Source: an optimization exercise on an open RTL-to-GDS flow (aim: small area, a short achievable clock period and few clock cycles). Production flows keep margins and buffers that such runs may drop. In this exercise RTL edits were held to simulation tests only and were not proved equivalent to the original. The clock port is modelled as an ideal driver, which makes a skipped or thinned clock tree look cheaper than it is; a real chip needs a root buffer or a tree. Power is estimated from default activity; no workload was simulated.

==> flow/design.v <==
`timescale 1ns / 1ps
module conversion(
	ready,postfix,
	clk,reset,load,infix
);
input clk, reset, load;
input [7:0] infix;
output ready;
output [7:0] postfix;
localparam QN = 29;           
reg       c_dig, c_opn, c_cls, c_hi, c_pa, c_hp;
reg [3:0] nib;
wire [3:0] in_n = infix[3:0];
wire       ld   = load & ~reset;
always @(posedge clk) begin
	c_dig <= ld &  infix[4];
	c_opn <= ld & ~infix[4] & ~in_n[2] & ~in_n[1] & ~in_n[0];           
	c_cls <= ld & ~infix[4] & ~in_n[2] & ~in_n[1] &  in_n[0];           
	c_hi  <= ld & ~infix[4] &  in_n[1] & ~(in_n[0] ^ in_n[2]);          
	c_pa  <= ld & ~infix[4] & ~(in_n[2] & in_n[1]) & in_n[0];           
	c_hp  <= ld & ~infix[4] & (in_n[1] | in_n[0]);                      
	nib   <= in_n;
end
wire iv   = c_dig | c_opn | c_hi | c_pa;
reg  rst_r;
always @(posedge clk) rst_r <= reset;
wire c_lo = c_pa & ~c_cls;
reg        lv, lo, hv, ho;
reg [3:0]  hl, hh;            
reg        p;                 
reg [6:0]  so;                
reg        snd, rdy, hd;
reg [3:0]  h;
reg [3:0]  q [1:QN+1];
wire [3:0] hi_n = {1'b1, ho, 1'b1, ho};
wire [3:0] lo_n = {1'b1, lo, ~lo, 1'b1};
wire       n1   = c_dig | (hv & c_hp) | (lv & c_pa);             
wire       n2   = c_pa & hv & lv;                                
wire [3:0] curv = {lv, lo, hv, ho};
wire       e_nib = ~p & c_dig;
wire       e_hi  = ~p & ~c_dig & hv;
wire       e_lo  = p | (~c_dig & ~hv);
wire       o_nib =  p & c_dig;
wire       o_hi  =  p & ~c_dig & hv;
wire       o_lo  = ~p | (~c_dig & ~hv);
wire [3:0] bus_e = ({4{e_nib}} & nib) | ({4{e_hi}} & hi_n) | ({4{e_lo}} & lo_n);
wire [3:0] bus_o = ({4{o_nib}} & nib) | ({4{o_hi}} & hi_n) | ({4{o_lo}} & lo_n);
wire [3:0] bus_es = c_opn ? curv : bus_e;
wire [3:0] bus_os = c_opn ? curv : bus_o;
wire [3:0] top = ({4{so[1]}} & ~q[29]) | ({4{so[2]}} & q[28]) |
                 ({4{so[3]}} & ~q[27]) | ({4{so[4]}} & q[26]) |
                 ({4{so[5]}} & ~q[25]) | ({4{so[6]}} & q[24]);
reg [15:0] dh;                
integer k;
always @(*)
	for (k = 0; k < 16; k = k + 1) dh[k] = hl[k % 4] & hh[k / 4];
wire [7:0] ds = {1'b0, so};
wire       h0   = hl[0] & hh[0];
wire       more = ~h0;                      
wire       done = snd & ~more & ~hv & ~lv;
wire       inc  = n2 | (n1 & p);
wire rl  = ~snd & inc;
wire rr  = snd & more & ~p;
wire rlh = rl & hl[3];
wire rrh = rr & hl[0];
always @(posedge clk) begin
	hl <= rst_r ? 4'b0001 :
	      ({4{rl}} & {hl[2:0], hl[3]}) | ({4{rr}} & {hl[0], hl[3:1]}) |
	      ({4{~rl & ~rr}} & hl);
	hh <= rst_r ? 4'b0001 :
	      ({4{rlh}} & {hh[2:0], hh[3]}) | ({4{rrh}} & {hh[0], hh[3:1]}) |
	      ({4{~rlh & ~rrh}} & hh);
	p  <= ~rst_r & (p ^ (snd ? (more | done) : (n1 & ~n2)));
end
always @(*) q[QN+1] = 4'b0000;
wire [3:0] bn_e  = {4{~snd}} & ~bus_e;
wire [3:0] bn_o  = {4{~snd}} &  bus_o;
wire [3:0] bn_es = {4{~snd}} & ~bus_es;
wire [3:0] bn_os = {4{~snd}} &  bus_os;
genvar i;
generate for (i = 1; i <= QN; i = i + 1) begin : g_q
	wire we;
	if (i % 2 == 0)
		assign we = (~p & dh[i/2]) | (p & dh[i/2-1]) |
		            ((QN - i < 8) ? (c_opn & ds[(QN - i) % 8]) : 1'b0);
	else
		assign we = dh[i/2] |
		            ((QN - i < 8) ? (c_opn & ds[(QN - i) % 8]) : 1'b0);
	always @(posedge clk)
		if (snd | we)
			q[i] <= ~(({4{snd}} & q[i+1]) | ((i % 2 == 0) ? ((i >= QN - 5) ? bn_es : bn_e)
			                                               : ((i >= QN - 5) ? bn_os : bn_o)));
end endgenerate
always @(posedge clk) begin
	if (rst_r) begin
		so  <= 7'd1;
		snd <= 1'b0;
	end
	else if (snd) begin
		if (done)
			snd <= 1'b0;
	end
	else begin
		if (c_opn)
			so <= {so[5:0], 1'b0};
		else if (c_cls)
			so <= {1'b0, so[6:1]};
		if (iv && !load)
			snd <= 1'b1;
	end
end
wire keep = ~c_opn & ~c_pa & ~c_hi;         
always @(posedge clk) begin
	lv <= ~rst_r & ((snd & lv & (more | hv)) |
	                (~snd & ((c_cls & top[3]) | c_lo | (~c_opn & ~c_cls & lv))));
	lo <= (snd & lo) | (~snd & ((c_cls & top[2]) | (c_lo & nib[2]) | (~c_pa & lo)));
	hv <= ~rst_r & ((snd & hv & more) |
	                (~snd & ((c_cls & top[1]) | c_hi | (keep & hv))));
	ho <= (snd & ho) | (~snd & ((c_cls & top[0]) | (c_hi & nib[2]) | (~c_cls & ~c_hi & ho)));
end
wire t_q   = snd & more;
wire t_hi  = snd & ~more & hv;
wire t_lo  = snd & ~more & ~hv;
wire t_nib = ~snd & h0 & ~p & c_dig;        
wire t_h   = ~snd & ~(h0 & ~p & c_dig);
always @(posedge clk) begin
	h  <= ({4{t_q}} & ~q[1]) | ({4{t_hi}} & hi_n) | ({4{t_lo}} & lo_n) |
	      ({4{t_nib}} & nib) | ({4{t_h}} & h);
	hd <= (t_q & ~(~q[1][3] & (~q[1][2] | ~q[1][1]))) | t_nib | (t_h & hd);
end
always @(posedge clk)
	if (reset | rst_r)     rdy <= 1'b0;
	else if (snd)          rdy <= ~done;
	else if (iv && !load)  rdy <= 1'b1;
assign ready   = rdy;
assign postfix = {3'b001, hd, h};
endmodule
clock: 4.5 ns
lec_check: 0
cap_margin: 20
core_margin: 2
core_utilization: 40
setup_slack_margin: 2.85
slew_margin: 20
tns_end_percent: 0
standard.sh (not shown) runs the stock make flow with config.mk's settings and CLKGATE_MAP_FILE= SYNTH_SCRIPT=/design/flow/synth_recipe.tcl, a recipe that flattens the netlist after the stock synthesis.
==> flow/flow/run.sh <==
#!/bin/bash
# Standard ORFS flow, except that the clock tree is built by flow/cts.tcl.
set -euo pipefail
# port buffers: plain buf_2 instead of the delay cell buffer_ports picks
export BUFFER_PORTS_ARGS="-buffer_cell sky130_fd_sc_hd__buf_2"
R=orfs/results/$FLOW_PLATFORM/conversion/base
bash standard.sh place > flow_place.log 2>&1
RES=$R TNS=0 SETUP_MARGIN=2.85 NROOT=4 NLEAF=2 ROOTBUF=sky130_fd_sc_hd__buf_16 LEAFBUF=sky130_fd_sc_hd__buf_16 \
	openroad -exit -no_init -threads $NUM_CORES flow/cts.tcl > flow_cts.log 2>&1
bash standard.sh finish > flow_finish.log 2>&1
==> flow/flow/cts.tcl <==
# Clock tree step in place of ORFS's TritonCTS: a shallow balanced tree built
# by tree.tcl (NROOT buffers on the clock port, NLEAF leaf buffers under
# each), then the same timing repair and legalisation as ORFS's cts step.
set R $::env(RES)
set margin $::env(SETUP_MARGIN)
read_liberty $::env(FLOW_HOME)/platforms/sky130hd/lib/sky130_fd_sc_hd__tt_025C_1v80.lib
read_db $R/3_place.odb
read_sdc $R/3_place.sdc
source $::env(FLOW_HOME)/platforms/sky130hd/setRC.tcl
set_dont_use [get_lib_cells {sky130_fd_sc_hd__probe_p_8 sky130_fd_sc_hd__probec_p_8 sky130_fd_sc_hd__lpflow_*}]
source [file join [file dirname [info script]] tree.tcl]
build_tree $::env(NROOT) $::env(NLEAF) $::env(ROOTBUF) $::env(LEAFBUF)
detailed_placement
estimate_parasitics -placement
set_propagated_clock [all_clocks]
report_clock_latency
repair_timing -setup_margin $margin -repair_tns $::env(TNS) -verbose
detailed_placement
check_placement -verbose
estimate_parasitics -placement
report_clock_latency
report_worst_slack -max
report_worst_slack -min
write_db $R/4_1_cts.odb
write_sdc -no_timestamp $R/4_cts.sdc
==> flow/flow/tree.tcl <==
# One- or two-level clock tree, built by hand: the clock port drives NROOT
# buffers; each drives NLEAF leaf buffers (or, with NLEAF 0, the flip-flops
# directly). Flip-flops are split into equal groups by recursive bisection
# of their locations, alternating x and y, so the leaves see equal loads.
proc bisect { items k axis } {
  if {$k <= 1} { return [list $items] }
  set items [lsort -integer -index $axis $items]
  set n [llength $items]
  set k1 [expr {$k / 2}]
  set n1 [expr {($n * $k1 + $k / 2) / $k}]
  set other [expr {$axis == 1 ? 2 : 1}]
  return [concat [bisect [lrange $items 0 [expr {$n1 - 1}]] $k1 $other] \
                 [bisect [lrange $items $n1 end] [expr {$k - $k1}] $other]]
}

proc centre { items } {
  set sx 0; set sy 0
  foreach s $items { incr sx [lindex $s 1]; incr sy [lindex $s 2] }
  set n [llength $items]
  return [list [expr {$sx / $n}] [expr {$sy / $n}]]
}

proc add_buf { name master innet xy } {
  set block [ord::get_db_block]
  set inst [odb::dbInst_create $block $master $name]
  set net [odb::dbNet_create $block "${name}_net"]
  $net setSigType CLOCK
  [$inst findITerm A] connect $innet
  [$inst findITerm X] connect $net
  $inst setLocation [expr {[lindex $xy 0] - [$master getWidth] / 2}] \
                    [expr {[lindex $xy 1] - [$master getHeight] / 2}]
  $inst setPlacementStatus PLACED
  return $net
}

proc build_tree { nroot nleaf root_master leaf_master } {
  set block [ord::get_db_block]
  set db [ord::get_db]
  set rm [$db findMaster $root_master]
  set lm [$db findMaster $leaf_master]
  set clk [$block findNet clk]
  set sinks {}
  foreach it [$clk getITerms] {
    set box [[$it getInst] getBBox]
    lappend sinks [list $it [expr {([$box xMin] + [$box xMax]) / 2}] [expr {([$box yMin] + [$box yMax]) / 2}]]
  }
  set roots [bisect $sinks $nroot 1]
  set r 0
  foreach rg $roots {
    set rnet [add_buf "clkroot_$r" $rm $clk [centre $rg]]
    if {$nleaf == 0} {
      foreach s $rg { set it [lindex $s 0]; $it disconnect; $it connect $rnet }
      puts "root $r: [llength $rg] sinks"
    } else {
      set l 0
      foreach lg [bisect $rg $nleaf 2] {
        set lnet [add_buf "clkleaf_${r}_$l" $lm $rnet [centre $lg]]
        foreach s $lg { set it [lindex $s 0]; $it disconnect; $it connect $lnet }
        puts "leaf $r $l: [llength $lg] sinks"
        incr l
      }
    }
    incr r
  }
}
Testbench counts at the start, summed over its fixed seeds: cycles 5,210.
Rerun with:
--- a/flow/flow/run.sh
+++ b/flow/flow/run.sh
@@ -8 +8 @@
-RES=$R TNS=0 SETUP_MARGIN=2.85 NROOT=4 NLEAF=2 ROOTBUF=sky130_fd_sc_hd__buf_16 LEAFBUF=sky130_fd_sc_hd__buf_16 \
+RES=$R SETUP_MARGIN=2.85 NROOT=4 NLEAF=3 ROOTBUF=sky130_fd_sc_hd__buf_16 LEAFBUF=sky130_fd_sc_hd__buf_8 \
--- a/flow/flow/cts.tcl
+++ b/flow/flow/cts.tcl
@@ -17 +17 @@
-repair_timing -setup_margin $margin -repair_tns $::env(TNS) -verbose
+repair_timing -setup_margin $margin -verbose
Settings changed: TNS_END_PERCENT 0 to default.
Sequential cell count is unchanged.
Hold slack stays flat.
Via count goes up by 4.9%.
Rerun with:
--- a/flow/flow/run.sh
+++ b/flow/flow/run.sh
@@ -8 +8 @@
-RES=$R SETUP_MARGIN=2.85 NROOT=4 NLEAF=3 ROOTBUF=sky130_fd_sc_hd__buf_16 LEAFBUF=sky130_fd_sc_hd__buf_8 \
+RES=$R SETUP_MARGIN=2.9 NROOT=4 NLEAF=2 ROOTBUF=sky130_fd_sc_hd__buf_16 LEAFBUF=sky130_fd_sc_hd__buf_16 \
Settings changed: SETUP_SLACK_MARGIN 2.85 to 2.75.
=> The changed run finished clean. Core utilization drops by 0.56 points. Power rose by 2.6%. Worst setup slack gets worse by 12 ps. Worst hold slack barely changes. Fmax goes down by 0.74%. Synthesized cell count stays the same. Area after synthesis is unchanged. Wire length came out lower by 1.8%.
Rerun with:
--- a/flow/flow/run.sh
+++ b/flow/flow/run.sh
@@ -8 +8 @@
-RES=$R SETUP_MARGIN=2.9 NROOT=4 NLEAF=2 ROOTBUF=sky130_fd_sc_hd__buf_16 LEAFBUF=sky130_fd_sc_hd__buf_16 \
+RES=$R SETUP_MARGIN=2.85 NROOT=4 NLEAF=2 ROOTBUF=sky130_fd_sc_hd__buf_16 LEAFBUF=sky130_fd_sc_hd__buf_16 \
Settings changed: SETUP_SLACK_MARGIN 2.75 to 2.85.
Routed wire length is about the same.
Die area stays the same.
Register-to-register slack improves by 30 ps.
In every run of this note, the design's own scripts or RTL, not TritonCTS, make the clock network.


## wip/lagoon
Starts from the design.v that is shown in full above.
export LEC_CHECK = 0
export CAP_MARGIN = 20
export CORE_MARGIN = 2
export CORE_UTILIZATION = 40
export SETUP_SLACK_MARGIN = 2.9
export SLEW_MARGIN = 20
create_clock -name core_clock -period 4.5 [get_ports {clk}]
==> flow/flow/run.sh <==
#!/bin/bash
# Standard ORFS flow, except that the clock tree is built by flow/cts.tcl.
set -euo pipefail
# port buffers: plain buf_2 instead of the delay cell buffer_ports picks
export BUFFER_PORTS_ARGS="-buffer_cell sky130_fd_sc_hd__buf_2"
R=orfs/results/$FLOW_PLATFORM/conversion/base
bash standard.sh place > flow_place.log 2>&1
RES=$R SETUP_MARGIN=2.85 NROOT=4 NLEAF=2 ROOTBUF=sky130_fd_sc_hd__buf_16 LEAFBUF=sky130_fd_sc_hd__buf_16 \
	openroad -exit -no_init -threads $NUM_CORES flow/cts.tcl > flow_cts.log 2>&1
bash standard.sh finish > flow_finish.log 2>&1
==> flow/flow/cts.tcl <==
# Clock tree step in place of ORFS's TritonCTS: a shallow balanced tree built
# by tree.tcl (NROOT buffers on the clock port, NLEAF leaf buffers under
# each), then the same timing repair and legalisation as ORFS's cts step.
set R $::env(RES)
set margin $::env(SETUP_MARGIN)
read_liberty $::env(FLOW_HOME)/platforms/sky130hd/lib/sky130_fd_sc_hd__tt_025C_1v80.lib
read_db $R/3_place.odb
read_sdc $R/3_place.sdc
source $::env(FLOW_HOME)/platforms/sky130hd/setRC.tcl
set_dont_use [get_lib_cells {sky130_fd_sc_hd__probe_p_8 sky130_fd_sc_hd__probec_p_8 sky130_fd_sc_hd__lpflow_*}]
source [file join [file dirname [info script]] tree.tcl]
build_tree $::env(NROOT) $::env(NLEAF) $::env(ROOTBUF) $::env(LEAFBUF)
detailed_placement
estimate_parasitics -placement
set_propagated_clock [all_clocks]
report_clock_latency
repair_timing -setup_margin $margin -verbose
detailed_placement
check_placement -verbose
estimate_parasitics -placement
report_clock_latency
report_worst_slack -max
report_worst_slack -min
write_db $R/4_1_cts.odb
write_sdc -no_timestamp $R/4_cts.sdc
Scripts as last shown in full above: flow/flow/tree.tcl
Testbench counts of wip/lagoon, summed over its fixed seeds: cycles 5,210.
What wip/sierra does differently from wip/lagoon at the input level:
- changing SETUP_SLACK_MARGIN from 2.9 to 2.85
- changing CORE_UTILIZATION from 40 to 33
[summary]
Compared with wip/lagoon, wip/sierra shows proportion of cell area occupied by registers higher by 1.1 points.
In wip/sierra the first-iteration detailed-routing DRC count turned out 7.7% higher than in wip/lagoon.
The higher layout-stage area growth over the synthesis result came out of wip/lagoon.
Looking at routed wire length, wip/sierra sits about 2.4% below wip/lagoon.
Worst setup slack (lower): wip/lagoon
[wip/sierra] share of the core filled with cells fell 9.1 points relative to wip/lagoon
wip/lagoon tops out at a lower clock frequency than wip/sierra.
Diff wip/lagoon -> wip/sierra | fraction of the cycle the final worst path needs | decrease of 0.54 points
### wip/sierra -> wip/delta
- TNS_END_PERCENT now 20, previously not set
- CORE_UTILIZATION now 40, was 33
--- a/flow/flow/run.sh
+++ b/flow/flow/run.sh
@@ -7,3 +7,3 @@
 bash standard.sh place > flow_place.log 2>&1
-RES=$R SETUP_MARGIN=2.85 NROOT=4 NLEAF=2 ROOTBUF=sky130_fd_sc_hd__buf_16 LEAFBUF=sky130_fd_sc_hd__buf_16 \
+RES=$R TNS=20 SETUP_MARGIN=2.85 NROOT=4 NLEAF=2 ROOTBUF=sky130_fd_sc_hd__buf_16 LEAFBUF=sky130_fd_sc_hd__buf_16 \
 	openroad -exit -no_init -threads $NUM_CORES flow/cts.tcl > flow_cts.log 2>&1
--- a/flow/flow/cts.tcl
+++ b/flow/flow/cts.tcl
@@ -16,3 +16,3 @@
 report_clock_latency
-repair_timing -setup_margin $margin -verbose
+repair_timing -setup_margin $margin -repair_tns $::env(TNS) -verbose
 detailed_placement
Findings:
- On post-detailed-routing wire length: wip/delta sits above wip/sierra.
- Time the worst path needs with I/O delays and setup: wip/delta > wip/sierra
- Of wip/delta and wip/sierra, it is wip/delta that has the higher logic gate share of total power.
- On overall power consumption, wip/delta tracks wip/sierra almost exactly.
- wip/delta has less setup slack than wip/sierra.
- wip/delta vs wip/sierra: routed wire length per instance up by a little under 10%
- Taking wip/sierra as the reference point, the worst hold slack across all endpoints of wip/delta rises by 0.0072 ns.
- Between wip/delta and wip/sierra, the worst-margin pin slew is lower for wip/delta.
[inputs] wip/ember vs wip/delta
- a change of CAP_MARGIN from 20 to 0
- a change of SLEW_MARGIN from 20 to 0
- a deleted TNS_END_PERCENT that had been 20
--- a/flow/flow/run.sh
+++ b/flow/flow/run.sh
@@ -7,3 +7,3 @@
 bash standard.sh place > flow_place.log 2>&1
-RES=$R TNS=20 SETUP_MARGIN=2.85 NROOT=4 NLEAF=2 ROOTBUF=sky130_fd_sc_hd__buf_16 LEAFBUF=sky130_fd_sc_hd__buf_16 \
+RES=$R SETUP_MARGIN=2.85 NROOT=4 NLEAF=2 ROOTBUF=sky130_fd_sc_hd__buf_16 LEAFBUF=sky130_fd_sc_hd__buf_16 \
 	openroad -exit -no_init -threads $NUM_CORES flow/cts.tcl > flow_cts.log 2>&1
--- a/flow/flow/cts.tcl
+++ b/flow/flow/cts.tcl
@@ -16,3 +16,3 @@
 report_clock_latency
-repair_timing -setup_margin $margin -repair_tns $::env(TNS) -verbose
+repair_timing -setup_margin $margin -verbose
 detailed_placement
[summary]
Compared with wip/delta, wip/ember shows a higher final cell count.
According to the power report, total power for wip/ember is higher than for wip/delta.
All of wip/delta and wip/ember finish clean.
wip/ember reports its capture point of the critical path as q[24][0] while wip/delta reports q[26][1].
wip/delta -> wip/ember: sequential share of the synthesized area delta 0, exact match
Diff wip/delta -> wip/ember: count of flip-flops with a built-in enable after synthesis now sits at about the same level, combinational-cell power consumption now sits higher, fmax now sits higher, stage delay of the slowest cell on the critical path now sits lower, routing usage on met2 now sits higher.
### wip/ember -> wip/umber
- changing SLEW_MARGIN from 0 to 10
- changing CAP_MARGIN from 0 to 10
[summary]
All of wip/umber and wip/ember finish clean.
~same total of max-cap violations in wip/umber and wip/ember
wip/ember → wip/umber: inverter count held, chip height held, detailed-route wire length on metal 1 held.
No run of this note takes its clock network from TritonCTS; it comes from the design's own scripts or RTL.

## port drivers added, routing unchanged
In the flow no input, the clock included, has a driving cell. The finished layouts below were timed again as built, in two steps.
Step 1 assumes that a clkbuf_16 drives the clock port and a buf_2 every other input.
Step 2 times the ports against the registers' clock, not the clock port: input delays grow and output delays shrink by t, the midpoint of the rising clock arrivals with the driver on.
Three values: ideal ports, drivers, drivers and shift; two values: the first two.
run	shift t [ns]	slack for setup (ns)	worst hold slack (ns)	cell pins on the clock port's net
the first run of note 1	0.347	2.713 / 2.713 / 2.713	0.536 / 0.536 / 0.536	4
the second run of note 1	0.338	2.861 / 2.790 / 2.725	0.537 / 0.537 / 0.537	4
the third run of note 1	0.350	2.849 / 2.781 / 2.727	0.537 / 0.537 / 0.537	4
the fourth run of note 1	0.349	2.878 / 2.783 / 2.726	0.537 / 0.537 / 0.537	4
wip/lagoon	0.346	2.842 / 2.798 / 2.842	0.543 / 0.543 / 0.543	4
wip/sierra	0.349	2.866 / 2.777 / 2.734	0.529 / 0.529 / 0.529	4
wip/delta	0.349	2.779 / 2.779 / 2.727	0.537 / 0.537 / 0.537	4
wip/ember	0.349	2.878 / 2.783 / 2.726	0.537 / 0.537 / 0.537	4
wip/umber	0.349	2.878 / 2.783 / 2.726	0.537 / 0.537 / 0.537	4
After both steps every run listed still meets setup and hold.
